Background: an optimization exercise with open tools, aiming at small area and a short achievable clock period. Do not read the settings as production practice. Where RTL was checked, it was by simulation tests only, not by an equivalence proof against the original. Power figures rest on the tool's default switching activity, not on a simulated workload.

==> pepper <==
// axis_Gauss_1x5
module axis_Gauss_1x5 (
  input  logic       s_axis_aclk,
  input  logic       s_axis_arstn,
  input  logic [7:0] s_axis_tdata,
  input  logic       s_axis_tvalid,
  input  logic       s_axis_tlast,
  output logic [7:0] m_axis_tdata,
  output logic       m_axis_tvalid,
  output logic       m_axis_tlast
);
clock: 8.0 ns
lec_check: 0
cap_margin: 20
core_margin: 2
core_utilization: 40
setup_slack_margin: 4.3
slew_margin: 20
synth_hierarchical: 1
synth_minimum_keep_size: 0
standard.sh (not shown) runs the stock make flow with config.mk's settings and CLKGATE_MAP_FILE= SYNTH_SCRIPT=/design/flow/synth_recipe.tcl, a recipe that flattens the netlist after the stock synthesis.
==> flow/flow/run.sh <==
#!/bin/bash
# Layout flow: the standard flow, with plain buffers on the ports and a clock
# tree of small buffers without dummy loads.
export BUFFER_PORTS_ARGS="-buffer_cell sky130_fd_sc_hd__buf_2"
export CTS_ARGS="-sink_clustering_enable -repair_clock_nets -dont_use_dummy_load -buf_list \"sky130_fd_sc_hd__clkbuf_4 sky130_fd_sc_hd__clkbuf_8\""
bash standard.sh > standard.log 2>&1
==> lagoon: changes against pepper <==
--- a/flow/design.v
+++ b/flow/design.v
@@ -385,32 +385,79 @@
 wire q192_x;
 g_ao21 q192 (.a(q190_x), .b(q191_x), .c(q189_x), .x(q192_x));
 wire q193_x;
 g_ao21 q193 (.a(h154_c), .b(h154_s), .c(h153_c), .x(q193_x));
 wire q194_x;
 g_and2 q194 (.a(h154_s), .b(h153_s), .x(q194_x));
 wire q195_x;
 g_ao21 q195 (.a(q193_x), .b(q194_x), .c(q192_x), .x(q195_x));
-wire [7:0] ua = {i141, i138, i135, f142_s, f140_s, f137_s, f130_c, f130_s};
-wire [7:0] ub = {b[8], b[7], f142_c, f140_c, f137_c, f133_c, f133_s, f122_c};
+wire h196_s, h196_c;
+gha h196 (.a(f137_s), .b(f133_c), .s(h196_s), .co(h196_c));
+wire h197_s, h197_c;
+gha h197 (.a(f140_s), .b(f137_c), .s(h197_s), .co(h197_c));
+wire h198_s, h198_c;
+gha h198 (.a(f142_s), .b(f140_c), .s(h198_s), .co(h198_c));
+wire h199_s, h199_c;
+gha h199 (.a(i135), .b(f142_c), .s(h199_s), .co(h199_c));
+wire h200_s, h200_c;
+gha h200 (.a(i138), .b(b[7]), .s(h200_s), .co(h200_c));
+wire h201_s, h201_c;
+gha h201 (.a(i141), .b(b[8]), .s(h201_s), .co(h201_c));
+wire q202_x;
+g_ao21 q202 (.a(h197_c), .b(h197_s), .c(h196_c), .x(q202_x));
+wire q203_x;
+g_and2 q203 (.a(h197_s), .b(h196_s), .x(q203_x));
+wire q204_x;
+g_ao21 q204 (.a(h199_c), .b(h199_s), .c(h198_c), .x(q204_x));
+wire q205_x;
+g_and2 q205 (.a(h199_s), .b(h198_s), .x(q205_x));
+wire q206_x;
+g_ao21 q206 (.a(h201_c), .b(h201_s), .c(h200_c), .x(q206_x));
+wire q207_x;
+g_and2 q207 (.a(h201_s), .b(h200_s), .x(q207_x));
+wire q208_x;
+g_ao21 q208 (.a(h198_c), .b(h198_s), .c(q202_x), .x(q208_x));
+wire q209_x;
+g_and2 q209 (.a(h198_s), .b(q203_x), .x(q209_x));
+wire q210_x;
+g_ao21 q210 (.a(q204_x), .b(q205_x), .c(q202_x), .x(q210_x));
+wire q211_x;
+g_and2 q211 (.a(q205_x), .b(q203_x), .x(q211_x));
+wire q212_x;
+g_ao21 q212 (.a(h200_c), .b(h200_s), .c(q210_x), .x(q212_x));
+wire q213_x;
+g_and2 q213 (.a(h200_s), .b(q211_x), .x(q213_x));
+wire q214_x;
+g_ao21 q214 (.a(q206_x), .b(q207_x), .c(q210_x), .x(q214_x));
+wire q215_x;
+g_and2 q215 (.a(q207_x), .b(q211_x), .x(q215_x));
+wire q216_x;
+g_xor2 q216 (.a(h197_s), .b(h196_c), .x(q216_x));
+wire q217_x;
+g_xor2 q217 (.a(h198_s), .b(q202_x), .x(q217_x));
+wire q218_x;
+g_xor2 q218 (.a(h199_s), .b(q208_x), .x(q218_x));
+wire q219_x;
+g_xor2 q219 (.a(h200_s), .b(q210_x), .x(q219_x));
+wire q220_x;
+g_xor2 q220 (.a(h201_s), .b(q212_x), .x(q220_x));
+wire [7:0] ua = {q220_x, q219_x, q218_x, q217_x, q216_x, h196_s, f130_c, f130_s};
+wire [7:0] ub = {1'b0, 1'b0, 1'b0, 1'b0, 1'b0, 1'b0, f133_s, f122_c};
 wire uc = q195_x;
 logic [7:0] oa, ob;
 logic oc;
-logic       ept;
 always_ff @(posedge s_axis_aclk) begin
-  oa <= ua;
-  ob <= ub;
-  oc <= uc;
-  ept <= edge_pt;
+  oa <= edge_pt ? d2[7:0] : ua;
+  ob <= edge_pt ? 8'd0 : ub;
+  oc <= ~edge_pt & uc;
   m_axis_tvalid <= v2;
   m_axis_tlast  <= l2 & ~edge_pt;
 end
-wire [7:0] fsum = {(oa[7] ^ ob[7]) ^ ((oa[6] & ob[6]) | (oa[6] ^ ob[6]) & (oa[5] & ob[5]) | (oa[6] ^ ob[6]) & (oa[5] ^ ob[5]) & (oa[4] & ob[4]) | (oa[6] ^ ob[6]) & (oa[5] ^ ob[5]) & (oa[4] ^ ob[4]) & (oa[3] & ob[3]) | (oa[6] ^ ob[6]) & (oa[5] ^ ob[5]) & (oa[4] ^ ob[4]) & (oa[3] ^ ob[3]) & (oa[2] & ob[2]) | (oa[6] ^ ob[6]) & (oa[5] ^ ob[5]) & (oa[4] ^ ob[4]) & (oa[3] ^ ob[3]) & (oa[2] ^ ob[2]) & (oa[1] & ob[1]) | (oa[6] ^ ob[6]) & (oa[5] ^ ob[5]) & (oa[4] ^ ob[4]) & (oa[3] ^ ob[3]) & (oa[2] ^ ob[2]) & (oa[1] ^ ob[1]) & (oa[0] & ob[0]) | (oa[6] ^ ob[6]) & (oa[5] ^ ob[5]) & (oa[4] ^ ob[4]) & (oa[3] ^ ob[3]) & (oa[2] ^ ob[2]) & (oa[1] ^ ob[1]) & (oa[0] ^ ob[0]) & oc), (oa[6] ^ ob[6]) ^ ((oa[5] & ob[5]) | (oa[5] ^ ob[5]) & (oa[4] & ob[4]) | (oa[5] ^ ob[5]) & (oa[4] ^ ob[4]) & (oa[3] & ob[3]) | (oa[5] ^ ob[5]) & (oa[4] ^ ob[4]) & (oa[3] ^ ob[3]) & (oa[2] & ob[2]) | (oa[5] ^ ob[5]) & (oa[4] ^ ob[4]) & (oa[3] ^ ob[3]) & (oa[2] ^ ob[2]) & (oa[1] & ob[1]) | (oa[5] ^ ob[5]) & (oa[4] ^ ob[4]) & (oa[3] ^ ob[3]) & (oa[2] ^ ob[2]) & (oa[1] ^ ob[1]) & (oa[0] & ob[0]) | (oa[5] ^ ob[5]) & (oa[4] ^ ob[4]) & (oa[3] ^ ob[3]) & (oa[2] ^ ob[2]) & (oa[1] ^ ob[1]) & (oa[0] ^ ob[0]) & oc), (oa[5] ^ ob[5]) ^ ((oa[4] & ob[4]) | (oa[4] ^ ob[4]) & (oa[3] & ob[3]) | (oa[4] ^ ob[4]) & (oa[3] ^ ob[3]) & (oa[2] & ob[2]) | (oa[4] ^ ob[4]) & (oa[3] ^ ob[3]) & (oa[2] ^ ob[2]) & (oa[1] & ob[1]) | (oa[4] ^ ob[4]) & (oa[3] ^ ob[3]) & (oa[2] ^ ob[2]) & (oa[1] ^ ob[1]) & (oa[0] & ob[0]) | (oa[4] ^ ob[4]) & (oa[3] ^ ob[3]) & (oa[2] ^ ob[2]) & (oa[1] ^ ob[1]) & (oa[0] ^ ob[0]) & oc), (oa[4] ^ ob[4]) ^ ((oa[3] & ob[3]) | (oa[3] ^ ob[3]) & (oa[2] & ob[2]) | (oa[3] ^ ob[3]) & (oa[2] ^ ob[2]) & (oa[1] & ob[1]) | (oa[3] ^ ob[3]) & (oa[2] ^ ob[2]) & (oa[1] ^ ob[1]) & (oa[0] & ob[0]) | (oa[3] ^ ob[3]) & (oa[2] ^ ob[2]) & (oa[1] ^ ob[1]) & (oa[0] ^ ob[0]) & oc), (oa[3] ^ ob[3]) ^ ((oa[2] & ob[2]) | (oa[2] ^ ob[2]) & (oa[1] & ob[1]) | (oa[2] ^ ob[2]) & (oa[1] ^ ob[1]) & (oa[0] & ob[0]) | (oa[2] ^ ob[2]) & (oa[1] ^ ob[1]) & (oa[0] ^ ob[0]) & oc), (oa[2] ^ ob[2]) ^ ((oa[1] & ob[1]) | (oa[1] ^ ob[1]) & (oa[0] & ob[0]) | (oa[1] ^ ob[1]) & (oa[0] ^ ob[0]) & oc), (oa[1] ^ ob[1]) ^ ((oa[0] & ob[0]) | (oa[0] ^ ob[0]) & oc), (oa[0] ^ ob[0]) ^ oc};
-assign m_axis_tdata = ept ? d3 : fsum;
+assign m_axis_tdata = {oa[7] ^ (1'b0 | oa[6] & 1'b0 | oa[6] & oa[5] & 1'b0 | oa[6] & oa[5] & oa[4] & 1'b0 | oa[6] & oa[5] & oa[4] & oa[3] & 1'b0 | oa[6] & oa[5] & oa[4] & oa[3] & oa[2] & (oa[1] & ob[1]) | oa[6] & oa[5] & oa[4] & oa[3] & oa[2] & (oa[1] ^ ob[1]) & (oa[0] & ob[0]) | oa[6] & oa[5] & oa[4] & oa[3] & oa[2] & (oa[1] ^ ob[1]) & (oa[0] ^ ob[0]) & oc), oa[6] ^ (1'b0 | oa[5] & 1'b0 | oa[5] & oa[4] & 1'b0 | oa[5] & oa[4] & oa[3] & 1'b0 | oa[5] & oa[4] & oa[3] & oa[2] & (oa[1] & ob[1]) | oa[5] & oa[4] & oa[3] & oa[2] & (oa[1] ^ ob[1]) & (oa[0] & ob[0]) | oa[5] & oa[4] & oa[3] & oa[2] & (oa[1] ^ ob[1]) & (oa[0] ^ ob[0]) & oc), oa[5] ^ (1'b0 | oa[4] & 1'b0 | oa[4] & oa[3] & 1'b0 | oa[4] & oa[3] & oa[2] & (oa[1] & ob[1]) | oa[4] & oa[3] & oa[2] & (oa[1] ^ ob[1]) & (oa[0] & ob[0]) | oa[4] & oa[3] & oa[2] & (oa[1] ^ ob[1]) & (oa[0] ^ ob[0]) & oc), oa[4] ^ (1'b0 | oa[3] & 1'b0 | oa[3] & oa[2] & (oa[1] & ob[1]) | oa[3] & oa[2] & (oa[1] ^ ob[1]) & (oa[0] & ob[0]) | oa[3] & oa[2] & (oa[1] ^ ob[1]) & (oa[0] ^ ob[0]) & oc), oa[3] ^ (1'b0 | oa[2] & (oa[1] & ob[1]) | oa[2] & (oa[1] ^ ob[1]) & (oa[0] & ob[0]) | oa[2] & (oa[1] ^ ob[1]) & (oa[0] ^ ob[0]) & oc), oa[2] ^ ((oa[1] & ob[1]) | (oa[1] ^ ob[1]) & (oa[0] & ob[0]) | (oa[1] ^ ob[1]) & (oa[0] ^ ob[0]) & oc), (oa[1] ^ ob[1]) ^ ((oa[0] & ob[0]) | (oa[0] ^ ob[0]) & oc), (oa[0] ^ ob[0]) ^ oc};
 endmodule
 module g_maj3 (
   input  logic a,
   input  logic b,
   input  logic c,
   output logic x
 );
 assign x = (a & b) | (a & c) | (b & c);
==> juniper: changes against pepper <==
--- a/flow/design.v
+++ b/flow/design.v
@@ -363,70 +363,33 @@
 wire q181_x;
 g_ao21 q181 (.a(h153_c), .b(h153_s), .c(q179_x), .x(q181_x));
 wire q182_x;
 g_and2 q182 (.a(h153_s), .b(q180_x), .x(q182_x));
 wire q183_x;
 g_ao21 q183 (.a(q163_x), .b(q164_x), .c(q179_x), .x(q183_x));
 wire q184_x;
 g_and2 q184 (.a(q164_x), .b(q180_x), .x(q184_x));
-wire q185_x;
-g_ao21 q185 (.a(h146_c), .b(h146_s), .c(h145_c), .x(q185_x));
-wire q186_x;
-g_ao21 q186 (.a(h147_c), .b(h147_s), .c(q185_x), .x(q186_x));
-wire q187_x;
-g_ao21 q187 (.a(h148_c), .b(h148_s), .c(q186_x), .x(q187_x));
-wire q188_x;
-g_ao21 q188 (.a(h149_c), .b(h149_s), .c(q187_x), .x(q188_x));
-wire q189_x;
-g_ao21 q189 (.a(h150_c), .b(h150_s), .c(q188_x), .x(q189_x));
-wire q190_x;
-g_ao21 q190 (.a(h152_c), .b(h152_s), .c(h151_c), .x(q190_x));
-wire q191_x;
-g_and2 q191 (.a(h152_s), .b(h151_s), .x(q191_x));
-wire q192_x;
-g_ao21 q192 (.a(q190_x), .b(q191_x), .c(q189_x), .x(q192_x));
-wire q193_x;
-g_ao21 q193 (.a(h154_c), .b(h154_s), .c(h153_c), .x(q193_x));
-wire q194_x;
-g_and2 q194 (.a(h154_s), .b(h153_s), .x(q194_x));
-wire q195_x;
-g_ao21 q195 (.a(q193_x), .b(q194_x), .c(q192_x), .x(q195_x));
 wire [7:0] ua = {i141, i138, i135, f142_s, f140_s, f137_s, f130_c, f130_s};
 wire [7:0] ub = {b[8], b[7], f142_c, f140_c, f137_c, f133_c, f133_s, f122_c};
-wire uc = q195_x;
+wire uc = q183_x;
 logic [7:0] oa, ob;
 logic oc;
 logic       ept;
 always_ff @(posedge s_axis_aclk) begin
   oa <= ua;
   ob <= ub;
   oc <= uc;
   ept <= edge_pt;
   m_axis_tvalid <= v2;
   m_axis_tlast  <= l2 & ~edge_pt;
 end
 wire [7:0] fsum = {(oa[7] ^ ob[7]) ^ ((oa[6] & ob[6]) | (oa[6] ^ ob[6]) & (oa[5] & ob[5]) | (oa[6] ^ ob[6]) & (oa[5] ^ ob[5]) & (oa[4] & ob[4]) | (oa[6] ^ ob[6]) & (oa[5] ^ ob[5]) & (oa[4] ^ ob[4]) & (oa[3] & ob[3]) | (oa[6] ^ ob[6]) & (oa[5] ^ ob[5]) & (oa[4] ^ ob[4]) & (oa[3] ^ ob[3]) & (oa[2] & ob[2]) | (oa[6] ^ ob[6]) & (oa[5] ^ ob[5]) & (oa[4] ^ ob[4]) & (oa[3] ^ ob[3]) & (oa[2] ^ ob[2]) & (oa[1] & ob[1]) | (oa[6] ^ ob[6]) & (oa[5] ^ ob[5]) & (oa[4] ^ ob[4]) & (oa[3] ^ ob[3]) & (oa[2] ^ ob[2]) & (oa[1] ^ ob[1]) & (oa[0] & ob[0]) | (oa[6] ^ ob[6]) & (oa[5] ^ ob[5]) & (oa[4] ^ ob[4]) & (oa[3] ^ ob[3]) & (oa[2] ^ ob[2]) & (oa[1] ^ ob[1]) & (oa[0] ^ ob[0]) & oc), (oa[6] ^ ob[6]) ^ ((oa[5] & ob[5]) | (oa[5] ^ ob[5]) & (oa[4] & ob[4]) | (oa[5] ^ ob[5]) & (oa[4] ^ ob[4]) & (oa[3] & ob[3]) | (oa[5] ^ ob[5]) & (oa[4] ^ ob[4]) & (oa[3] ^ ob[3]) & (oa[2] & ob[2]) | (oa[5] ^ ob[5]) & (oa[4] ^ ob[4]) & (oa[3] ^ ob[3]) & (oa[2] ^ ob[2]) & (oa[1] & ob[1]) | (oa[5] ^ ob[5]) & (oa[4] ^ ob[4]) & (oa[3] ^ ob[3]) & (oa[2] ^ ob[2]) & (oa[1] ^ ob[1]) & (oa[0] & ob[0]) | (oa[5] ^ ob[5]) & (oa[4] ^ ob[4]) & (oa[3] ^ ob[3]) & (oa[2] ^ ob[2]) & (oa[1] ^ ob[1]) & (oa[0] ^ ob[0]) & oc), (oa[5] ^ ob[5]) ^ ((oa[4] & ob[4]) | (oa[4] ^ ob[4]) & (oa[3] & ob[3]) | (oa[4] ^ ob[4]) & (oa[3] ^ ob[3]) & (oa[2] & ob[2]) | (oa[4] ^ ob[4]) & (oa[3] ^ ob[3]) & (oa[2] ^ ob[2]) & (oa[1] & ob[1]) | (oa[4] ^ ob[4]) & (oa[3] ^ ob[3]) & (oa[2] ^ ob[2]) & (oa[1] ^ ob[1]) & (oa[0] & ob[0]) | (oa[4] ^ ob[4]) & (oa[3] ^ ob[3]) & (oa[2] ^ ob[2]) & (oa[1] ^ ob[1]) & (oa[0] ^ ob[0]) & oc), (oa[4] ^ ob[4]) ^ ((oa[3] & ob[3]) | (oa[3] ^ ob[3]) & (oa[2] & ob[2]) | (oa[3] ^ ob[3]) & (oa[2] ^ ob[2]) & (oa[1] & ob[1]) | (oa[3] ^ ob[3]) & (oa[2] ^ ob[2]) & (oa[1] ^ ob[1]) & (oa[0] & ob[0]) | (oa[3] ^ ob[3]) & (oa[2] ^ ob[2]) & (oa[1] ^ ob[1]) & (oa[0] ^ ob[0]) & oc), (oa[3] ^ ob[3]) ^ ((oa[2] & ob[2]) | (oa[2] ^ ob[2]) & (oa[1] & ob[1]) | (oa[2] ^ ob[2]) & (oa[1] ^ ob[1]) & (oa[0] & ob[0]) | (oa[2] ^ ob[2]) & (oa[1] ^ ob[1]) & (oa[0] ^ ob[0]) & oc), (oa[2] ^ ob[2]) ^ ((oa[1] & ob[1]) | (oa[1] ^ ob[1]) & (oa[0] & ob[0]) | (oa[1] ^ ob[1]) & (oa[0] ^ ob[0]) & oc), (oa[1] ^ ob[1]) ^ ((oa[0] & ob[0]) | (oa[0] ^ ob[0]) & oc), (oa[0] ^ ob[0]) ^ oc};
 assign m_axis_tdata = ept ? d3 : fsum;
 endmodule
-module g_maj3 (
-  input  logic a,
-  input  logic b,
-  input  logic c,
-  output logic x
-);
-assign x = (a & b) | (a & c) | (b & c);
-endmodule
-module g_or2 (
-  input  logic a,
-  input  logic b,
-  output logic x
-);
-assign x = a | b;
-endmodule
 module g_and2 (
   input  logic a,
   input  logic b,
   output logic x
 );
 assign x = a & b;
 endmodule
 module g_xor2 (
==> flow/config.mk (replaced) <==
export PLATFORM = sky130hd
export DESIGN_NAME = axis_Gauss_1x5
export DESIGN_NICKNAME = axis_Gauss_1x5
export VERILOG_FILES = /design/flow/design.v
export SDC_FILE = /design/flow/constraint.sdc
export NUM_CORES = 4
export LEC_CHECK = 0
export CAP_MARGIN = 20
export CORE_MARGIN = 2
export CORE_UTILIZATION = 60
export SETUP_SLACK_MARGIN = 5
export SLEW_MARGIN = 20
export SYNTH_HIERARCHICAL = 1
export SYNTH_MINIMUM_KEEP_SIZE = 0
==> yarrow: changes against pepper <==
--- a/flow/design.v
+++ b/flow/design.v
@@ -363,70 +363,33 @@
 wire q181_x;
 g_ao21 q181 (.a(h153_c), .b(h153_s), .c(q179_x), .x(q181_x));
 wire q182_x;
 g_and2 q182 (.a(h153_s), .b(q180_x), .x(q182_x));
 wire q183_x;
 g_ao21 q183 (.a(q163_x), .b(q164_x), .c(q179_x), .x(q183_x));
 wire q184_x;
 g_and2 q184 (.a(q164_x), .b(q180_x), .x(q184_x));
-wire q185_x;
-g_ao21 q185 (.a(h146_c), .b(h146_s), .c(h145_c), .x(q185_x));
-wire q186_x;
-g_ao21 q186 (.a(h147_c), .b(h147_s), .c(q185_x), .x(q186_x));
-wire q187_x;
-g_ao21 q187 (.a(h148_c), .b(h148_s), .c(q186_x), .x(q187_x));
-wire q188_x;
-g_ao21 q188 (.a(h149_c), .b(h149_s), .c(q187_x), .x(q188_x));
-wire q189_x;
-g_ao21 q189 (.a(h150_c), .b(h150_s), .c(q188_x), .x(q189_x));
-wire q190_x;
-g_ao21 q190 (.a(h152_c), .b(h152_s), .c(h151_c), .x(q190_x));
-wire q191_x;
-g_and2 q191 (.a(h152_s), .b(h151_s), .x(q191_x));
-wire q192_x;
-g_ao21 q192 (.a(q190_x), .b(q191_x), .c(q189_x), .x(q192_x));
-wire q193_x;
-g_ao21 q193 (.a(h154_c), .b(h154_s), .c(h153_c), .x(q193_x));
-wire q194_x;
-g_and2 q194 (.a(h154_s), .b(h153_s), .x(q194_x));
-wire q195_x;
-g_ao21 q195 (.a(q193_x), .b(q194_x), .c(q192_x), .x(q195_x));
 wire [7:0] ua = {i141, i138, i135, f142_s, f140_s, f137_s, f130_c, f130_s};
 wire [7:0] ub = {b[8], b[7], f142_c, f140_c, f137_c, f133_c, f133_s, f122_c};
-wire uc = q195_x;
+wire uc = q183_x;
 logic [7:0] oa, ob;
 logic oc;
 logic       ept;
 always_ff @(posedge s_axis_aclk) begin
   oa <= ua;
   ob <= ub;
   oc <= uc;
   ept <= edge_pt;
   m_axis_tvalid <= v2;
   m_axis_tlast  <= l2 & ~edge_pt;
 end
 wire [7:0] fsum = {(oa[7] ^ ob[7]) ^ ((oa[6] & ob[6]) | (oa[6] ^ ob[6]) & (oa[5] & ob[5]) | (oa[6] ^ ob[6]) & (oa[5] ^ ob[5]) & (oa[4] & ob[4]) | (oa[6] ^ ob[6]) & (oa[5] ^ ob[5]) & (oa[4] ^ ob[4]) & (oa[3] & ob[3]) | (oa[6] ^ ob[6]) & (oa[5] ^ ob[5]) & (oa[4] ^ ob[4]) & (oa[3] ^ ob[3]) & (oa[2] & ob[2]) | (oa[6] ^ ob[6]) & (oa[5] ^ ob[5]) & (oa[4] ^ ob[4]) & (oa[3] ^ ob[3]) & (oa[2] ^ ob[2]) & (oa[1] & ob[1]) | (oa[6] ^ ob[6]) & (oa[5] ^ ob[5]) & (oa[4] ^ ob[4]) & (oa[3] ^ ob[3]) & (oa[2] ^ ob[2]) & (oa[1] ^ ob[1]) & (oa[0] & ob[0]) | (oa[6] ^ ob[6]) & (oa[5] ^ ob[5]) & (oa[4] ^ ob[4]) & (oa[3] ^ ob[3]) & (oa[2] ^ ob[2]) & (oa[1] ^ ob[1]) & (oa[0] ^ ob[0]) & oc), (oa[6] ^ ob[6]) ^ ((oa[5] & ob[5]) | (oa[5] ^ ob[5]) & (oa[4] & ob[4]) | (oa[5] ^ ob[5]) & (oa[4] ^ ob[4]) & (oa[3] & ob[3]) | (oa[5] ^ ob[5]) & (oa[4] ^ ob[4]) & (oa[3] ^ ob[3]) & (oa[2] & ob[2]) | (oa[5] ^ ob[5]) & (oa[4] ^ ob[4]) & (oa[3] ^ ob[3]) & (oa[2] ^ ob[2]) & (oa[1] & ob[1]) | (oa[5] ^ ob[5]) & (oa[4] ^ ob[4]) & (oa[3] ^ ob[3]) & (oa[2] ^ ob[2]) & (oa[1] ^ ob[1]) & (oa[0] & ob[0]) | (oa[5] ^ ob[5]) & (oa[4] ^ ob[4]) & (oa[3] ^ ob[3]) & (oa[2] ^ ob[2]) & (oa[1] ^ ob[1]) & (oa[0] ^ ob[0]) & oc), (oa[5] ^ ob[5]) ^ ((oa[4] & ob[4]) | (oa[4] ^ ob[4]) & (oa[3] & ob[3]) | (oa[4] ^ ob[4]) & (oa[3] ^ ob[3]) & (oa[2] & ob[2]) | (oa[4] ^ ob[4]) & (oa[3] ^ ob[3]) & (oa[2] ^ ob[2]) & (oa[1] & ob[1]) | (oa[4] ^ ob[4]) & (oa[3] ^ ob[3]) & (oa[2] ^ ob[2]) & (oa[1] ^ ob[1]) & (oa[0] & ob[0]) | (oa[4] ^ ob[4]) & (oa[3] ^ ob[3]) & (oa[2] ^ ob[2]) & (oa[1] ^ ob[1]) & (oa[0] ^ ob[0]) & oc), (oa[4] ^ ob[4]) ^ ((oa[3] & ob[3]) | (oa[3] ^ ob[3]) & (oa[2] & ob[2]) | (oa[3] ^ ob[3]) & (oa[2] ^ ob[2]) & (oa[1] & ob[1]) | (oa[3] ^ ob[3]) & (oa[2] ^ ob[2]) & (oa[1] ^ ob[1]) & (oa[0] & ob[0]) | (oa[3] ^ ob[3]) & (oa[2] ^ ob[2]) & (oa[1] ^ ob[1]) & (oa[0] ^ ob[0]) & oc), (oa[3] ^ ob[3]) ^ ((oa[2] & ob[2]) | (oa[2] ^ ob[2]) & (oa[1] & ob[1]) | (oa[2] ^ ob[2]) & (oa[1] ^ ob[1]) & (oa[0] & ob[0]) | (oa[2] ^ ob[2]) & (oa[1] ^ ob[1]) & (oa[0] ^ ob[0]) & oc), (oa[2] ^ ob[2]) ^ ((oa[1] & ob[1]) | (oa[1] ^ ob[1]) & (oa[0] & ob[0]) | (oa[1] ^ ob[1]) & (oa[0] ^ ob[0]) & oc), (oa[1] ^ ob[1]) ^ ((oa[0] & ob[0]) | (oa[0] ^ ob[0]) & oc), (oa[0] ^ ob[0]) ^ oc};
 assign m_axis_tdata = ept ? d3 : fsum;
 endmodule
-module g_maj3 (
-  input  logic a,
-  input  logic b,
-  input  logic c,
-  output logic x
-);
-assign x = (a & b) | (a & c) | (b & c);
-endmodule
-module g_or2 (
-  input  logic a,
-  input  logic b,
-  output logic x
-);
-assign x = a | b;
-endmodule
 module g_and2 (
   input  logic a,
   input  logic b,
   output logic x
 );
 assign x = a & b;
 endmodule
 module g_xor2 (
==> flow/config.mk (replaced) <==
export PLATFORM = sky130hd
export DESIGN_NAME = axis_Gauss_1x5
export DESIGN_NICKNAME = axis_Gauss_1x5
export VERILOG_FILES = /design/flow/design.v
export SDC_FILE = /design/flow/constraint.sdc
export NUM_CORES = 4
export LEC_CHECK = 0
export CAP_MARGIN = 20
export CORE_MARGIN = 2
export CORE_UTILIZATION = 40
export SETUP_SLACK_MARGIN = 3
export SLEW_MARGIN = 20
export SYNTH_HIERARCHICAL = 1
export SYNTH_MINIMUM_KEEP_SIZE = 0
==> notes <==
Die area: lagoon is smaller than pepper (about 1.7%).
Global-route usage, highest first: juniper, lagoon, yarrow, pepper.
The highest core utilization belongs to juniper, the lowest to yarrow.
Against pepper, the clock power of lagoon is lower by about 3%.
Setup slack: lagoon is higher than yarrow (120 ps).
Non-clock buffer count: pepper is lower than juniper (8).
In lagoon the combinational power is larger than in yarrow, by 25%.
Maximum frequency: lagoon is lower than juniper (0.38%).
In juniper the sequential share of layout area is higher than in lagoon, by 0.43 points.
==> figures <==
| metric | lagoon | juniper | pepper | yarrow |
|---|---|---|---|---|
| Number of placement rows | 37 | 31 | 38 | 38 |
| Number of resized instances in the post-cts repair step | 8 | 29 | 13 | 0 |
| Post-place instance area | 4530 µm² | 4710 µm² | 4620 µm² | 4630 µm² |
| Met1 track demand over resource | 19.7% | 33.1% | 17.7% | 18.2% |
| Number of placed instances, taps included | 503 | 478 | 516 | 519 |
| Fraction of the mapped netlist area in adder cells | 39.0% | 37.9% | 38.0% | 37.9% |
| Routed vias/inst | 4.66 | 5.31 | 4.80 | 4.74 |
| Final estimated routing congestion in global placement | 0.851 | 0.810 | 0.838 | 0.856 |
| Launch point of the worst path | s_axis_tdata[7] | s_axis_tdata[6] | s_axis_tdata[6] | s_axis_tdata[4] |
| Relative max-transition margin | 63.0% | 63.9% | 63.1% | 64.4% |
| Result of the run | no timing/DRC/antenna violations | no timing/DRC/antenna violations | no timing/DRC/antenna violations | no timing/DRC/antenna violations |
| Buffers, non-clock | 21 | 33 | 25 | 21 |
| Maximum single-stage delay on the critical path | 530 ps | 540 ps | 540 ps | 450 ps |
| Post-synthesis instance area | 4270 µm² | 4370 µm² | 4350 µm² | 4370 µm² |
| Setup repair after global routing missed its margin | true | true | true | false |
| Static leakage | 2.17 nW | 2.27 nW | 2.19 nW | 2.17 nW |
| Number of nets produced by synthesis | 458 | 469 | 466 | 469 |
| Cell with the largest stage delay on the worst path | sky130_fd_sc_hd__fa_1 | sky130_fd_sc_hd__fa_2 | sky130_fd_sc_hd__fa_2 | sky130_fd_sc_hd__fa_1 |
| Final worst-path setup slack | 4130 ps | 4150 ps | 4260 ps | 4010 ps |
The RTL of pepper and lagoon was laid out without a check of its function.

what the ideal ports hide:
Ports are ideal in the flow. The routed layouts listed here were re-timed in OpenROAD.
Step 1 assumes that a clkbuf_16 drives the clock port and a buf_2 every other input.
Step 2 adds t to the input delays and takes it off the output delays; t is the mean of the earliest and latest rising clock arrival at the registers after step 1. Input paths then give back, and output paths get back, about the clock's delay inside the block.
a / b / c = ideal ports / drivers / drivers and shift; a / b = the first two.
run	shift t [ns]	slack for setup (ns)	worst setup path at the end
pepper	0.370	4.259 / 4.256 / 3.886	input to register
lagoon	0.373	4.133 / 4.143 / 3.770	input to register
juniper	0.367	4.147 / 4.142 / 3.775	input to register
yarrow	0.368	4.009 / 4.002 / 3.634	input to register
After both steps setup and hold are still met in every run listed. For yarrow, which loses most, drivers alone change the setup slack by -0.007 ns; drivers and shift together by -0.375 ns.
